This design comes from an exercise in tuning for small area, a short achievable clock period and few clock cycles per item on the open sky130 flow, not from production work.
Function was checked by simulation only, so behaviour that the tests miss may differ from the original.
No activity file was given, so power comes from the tool's default toggle rates.

### flow/design.v
module D_FF_13b(d, q, clk, enable_ab, reset);
    input [13:0] d;
    input clk, reset, enable_ab;
    output logic [13:0] q;
    always_ff @(posedge clk) begin
        if (reset == 1)
            q <= 0;
        else if(enable_ab == 1)
            q <= d;
    end
endmodule
module D_FF_PipelineReg_28b(regProdIn, regProdOut, clk, reset);  
    input [27:0] regProdIn;
    input clk, reset;
    output logic [27:0] regProdOut;
    always_ff @(posedge clk) begin
        if (reset == 1)
            regProdOut <= 0;
        else
            regProdOut <= regProdIn;
    end
endmodule 
module D_FF_28b(sum, f, clk, enable_f, reset);
    input clk, enable_f, reset;
    input signed [27:0] sum;
    output logic signed [27:0] f;
    always_ff @(posedge clk) begin
        if(reset == 1)
            f <= 0;
        else if(enable_f == 1)
            f <= sum;
    end
endmodule
module Controller(clk, valid_in, enable_ab, enable_f, valid_out, reset);
    input clk, valid_in, reset;
    output logic enable_ab, enable_f, valid_out;
    logic vin_temp_out1, vin_temp_out2;
    logic f_temp_out1;
    always_comb begin 
        enable_ab = valid_in;
    end
    always_ff @(posedge clk) begin
        f_temp_out1 <= valid_in;
        enable_f <= f_temp_out1;
        vin_temp_out1 <= valid_in;
        vin_temp_out2 <= vin_temp_out1;
        valid_out <= vin_temp_out2; 
        if(reset == 1) begin
            vin_temp_out1 <= 0;
            vin_temp_out2 <= 0;
            valid_out <= 0;
            f_temp_out1 <= 0;
            enable_f <= 0;
        end
    end
endmodule
module part4_mac(clk, reset, a, b, f, valid_in, valid_out);
    input clk, reset, valid_in;
    input signed [13:0] a, b;
    output logic signed [27:0] f;
    output logic valid_out;
    logic enable_ab, enable_f;
    logic signed [27:0] prod, sum;
    logic signed [27:0] pipelinedRegOut;
    logic signed [13:0] q1,q2;
    Controller controller(.clk(clk), .valid_in(valid_in), .enable_ab(enable_ab), .enable_f(enable_f), .valid_out(valid_out), .reset(reset));
    D_FF_13b D1(a,q1,clk,enable_ab, reset);
    D_FF_13b D2(b,q2,clk,enable_ab, reset); 
    logic [27:0] MIN_VALUE, MAX_VALUE;
    assign MAX_VALUE = 28'h7ffffff;
    assign MIN_VALUE = 28'h8000000;   
    always_comb begin
        prod = q1 * q2;
        sum = pipelinedRegOut + f;        
        if(pipelinedRegOut[27] && f[27] && ~sum[27]) begin
            sum = MIN_VALUE;  
        end
        else if(~pipelinedRegOut[27] && ~f[27] && sum[27]) begin
            sum = MAX_VALUE;
        end
    end
    D_FF_PipelineReg_28b pipelineReg(prod, pipelinedRegOut, clk, reset);
    D_FF_28b D_FF_28b(sum, f, clk, enable_f, reset);
endmodule
### flow/config.mk
export PLATFORM = sky130hd
export DESIGN_NAME = part4_mac
export DESIGN_NICKNAME = part4_mac
export VERILOG_FILES = /design/flow/design.v
export SDC_FILE = /design/flow/constraint.sdc
export NUM_CORES = 4
export LEC_CHECK = 0
export CAP_MARGIN = 20
export CORE_MARGIN = 2
export CORE_UTILIZATION = 40
export SLEW_MARGIN = 20
### flow/run.sh
#!/bin/bash
# synth_recipe.tcl (not shown) runs the flow's synth.tcl, then flattens the netlist and writes it again
# the make line also repeats each setting of config.mk as NAME=value (left out here)
make -C /OpenROAD-flow-scripts/flow DESIGN_CONFIG=/design/flow/config.mk WORK_HOME=/design/flow/orfs CLKGATE_MAP_FILE= SYNTH_SCRIPT=/design/flow/synth_recipe.tcl finish
### flow/constraint.sdc
create_clock -name core_clock -period 6.0 [get_ports {clk}]
set_input_delay 1.2000 -clock core_clock [delete_from_list [all_inputs] [get_ports {clk}]]
set_output_delay 1.2000 -clock core_clock [all_outputs]
set_load 0.01 [all_outputs]
==> results.txt <==
## critical path, stage by stage, from the launching register on
cell and delay [ps]:
dfxtp_1 330, and2_1 160, fa_1 550, inv_1 50
fa_1 470, inv_1 50, fa_1 510, inv_1 60
fa_1 520, inv_1 50, fa_1 470, inv_1 40
fa_1 470, inv_1 40, ha_1 200, or4_1 420
a21oi_2 190, nor3_2 100, nor3_2 300, o31ai_1 160
a31oi_1 220, mux2_2 350
## cell families after synthesis
logic type,count (synthesis),synth area share
xor+xnor,41,0.0300
fa+ha+maj,292,0.428
buf+inv,283,0.0907
compound gates,197,0.105
flops,87,0.146
simple gates,412,0.174
mux,31,0.0271
## metrics by stage
stage	setup slack (ps)	util	TNS [ps]
2_1_floorplan	148	-	0
3_3_place_gp	73.6	0.451	0
3_5_place_dp	-47.5	0.451	-57.0
4_1_cts	37.2	0.461	0
5_1_grt	0.540	0.464	0
6_report	169	0.464	0
## cells in the mapped netlist, drive strengths merged, types with 13 or more instances
master and count:
inv 230, fa 196, nand2 118, and2 106
ha 96, dfxtp 87, nor2 84, a21oi 64
o21ai 52, clkbuf 44, xnor2 35, mux2i 30
nor3 18, nand2b 16, nand3 16, a21o 15
a211oi 13, nor2b 13
## power by group through the flow
| stage | registers (mW) | clock network [mW] | logic, mW |
|---|---|---|---|
| floorplan | 0.703 | 0 | 0.881 |
| CTS | 0.716 | 0.609 | 1.22 |
| finish | 0.715 | 0.594 | 1.22 |
| detailed placement | 0.729 | 0 | 1.21 |
| global placement | 0.728 | 0 | 1.19 |
| global route | 0.722 | 0.630 | 1.39 |
## state kept, by name (all words and copies together), names as in the netlist
name and flops:
controller.vin_temp_out1 1, pipelineReg.regProdOut 28, D_FF_28b.f 28, D2.q 14
controller.valid_out 1, controller.enable_f 1, D1.q 14
## worst min-delay path by stage
stage	to	cells after the start	from
final	controller.enable_f	1	controller.vin_temp_out1
after global routing	controller.enable_f	1	controller.vin_temp_out1
after CTS	controller.enable_f	1	controller.vin_temp_out1
after detailed placement	controller.enable_f	1	controller.vin_temp_out1
after global placement	controller.enable_f	1	controller.vin_temp_out1
after floorplan	controller.enable_f	1	controller.vin_temp_out1
## per-layer routing
| metal | global-route usage | vias up | routed length, um |
|---|---|---|---|
| met3 | 0.0193 | 37 | 765 |
| li1 | - | 4441 | - |
| met4 | 0.0510 | 0 | 547 |
| met5 | 0 | - | 0 |
| met1 | 0.249 | 4658 | 12500 |
| met2 | 0.354 | 153 | 14500 |
## final cells by class
cell class / instances / area share
multi-input combinational: 973 / 0.672
sequential: 87 / 0.127
timing repair buffer: 122 / 0.0802
inverter: 231 / 0.0632
tap: 390 / 0.0356
clock buffer: 10 / 0.0174
clock inverter: 6 / 0.00410
## timing repair
action,in CTS,in global routing
setup endpoints to repair,3,9
resized for setup,2,24
buffers inserted,0,0
endpoints found under the hold margin,0,0
pin swaps,0,1
==> results.txt <==
vias in the first global route 9937; max-slew violation count 0; commonest register cell after synthesis dfxtp_1; DRC Markers 0; synthesized instance count roughly 1300; final hold violations 0; most common cell after layout, fill and taps aside inv_1; Mean Syn Cell Area 8.91 sq um; worst r2r src D2.q[2]; terminus of the critical flop-to-flop path pipelineReg.regProdOut[20]; critical setup path kind flip-flop to flip-flop; crit path from D2.q[2]; Cell Area, Placed 0.0133 sq mm; post-synth top area cell fa_1; register area 0.00175 sq mm; Max-Cap Viols 0; Die X 177 um; Switching Share 0.408; Hold WS 438 ps; Area growth syn-to-layout 14.7%; diodes inserted 0; die footprint about 0.031 sq mm; # port buffers 59; Synthesized Nets 1666; Final Critical Period 5830 ps; critical path capture point type flip-flop; first-pass GRT wire length 48.9 mm; Reg2Reg Setup Slack ~170 ps; worst hold-check path type flip-flop to flip-flop; status timing/DRC/antenna clean; CTS clk-pin slew, worst paths 70 ps; Post-synth EDFFs 0; Post-Syn Area 0.0120 sq mm; Yosys top cell area share 0.328; Yosys reg bits 87; FP Rows 63; Clock Latency Late Sink 370 ps; CTS Sinks 87; clock power share 0.235; CTS buffer count 9; Area contributors post-synth fa_1 33%, dfxtp_1 15%, ha_1 10%, inv_1 7.2%, and2_1 5.5%; DRT iter0 DRCs approximately 550; library cells used by synthesis 68; most frequent cells in the layout 230 x inv_1, 195 x fa_1, 118 x nand2_1; Net Sw Power 1.03 mW; GRT overflow 0; final wirelength 28.3 mm; gr usage total 0.196; post-route cell area 0.0137 sq mm; Post-Place Cells approximately 1800; Startpoint Class flip-flop; Max Root-Sink Buffers 2; post-detailed-placement half-perimeter wirelength 23.1 mm; RSZ-0062 raised after global routing no; layout cells sized above 1 0.0812; CP endpoint pipelineReg.regProdOut[20]; initial antenna violation count 0; Layout fillers around 2900; H-Tree Depth 3; Async SR Flop Fraction 0; WP data arrival 6080 ps; part of the power in combinational logic 0.482; register area share after synthesis 0.146; Final #Nets 1747; final-report setup violation count 0; Int Power 1.50 mW; Die Ht 177 um; Avg WL per Cell 15.6 um; non-filler instance count after layout 1819; VDD IR-drop max 0.000162 V; Register-to-Register Path Depth 21; antenna-violating nets left 0; Slew HR 0.297; Ys Warns 5; vias slightly above 9000; Leak Pwr 6.67 nW; Pwr Density 184 mW/mm^2; Overall Power roughly 2.5 mW; Ports 60; RePlAce Congestion a little under 0.9; Hold Buf Count CTS 0; fin crit share 0.972; Least-Margin Pin Slew 1050 ps; Core ar. slightly below 0.03 sq mm; CTS Root Cell clkbuf_16; Worst Path Required about 6300 ps; Initial Util 0.405; DRT Pass-1 Iters 5; DR vias/cell about 5; clock tree from TritonCTS yes; Achievable Freq 0.172 GHz; Final Skew 18.3 ps; register share of total power 0.283; area occupied by multi-input gates 0.00922 sq mm; largest net degree at the start of global routing 57; critical path fanouts, max 4
Testbench counts, summed over its fixed seeds: cycles 4,824, items 4,800.

port drivers added, routing unchanged:
Ports are ideal in the flow. The routed layout listed here was re-timed in OpenROAD.
Step 1: set_driving_cell puts a clkbuf_16 on clk and a buf_2 on each other input, an assumption about the parent block.
Step 2 adds t to the input delays and takes it off the output delays; t is the mean of the earliest and latest rising clock arrival at the registers after step 1. Input paths then give back, and output paths get back, about the clock's delay inside the block.
Slacks: ideal / step 1 / step 2; pairs: ideal / step 1.
t, ns: 0.405
setup slack, ns: 0.169 / 0.169 / 0.169
worst register clock-pin slew, ns: 0.09 / 0.09
After both steps this run still meets setup and hold. The setup slack of this run moves by 0.000 ns with the drivers and by 0.000 ns with both steps.
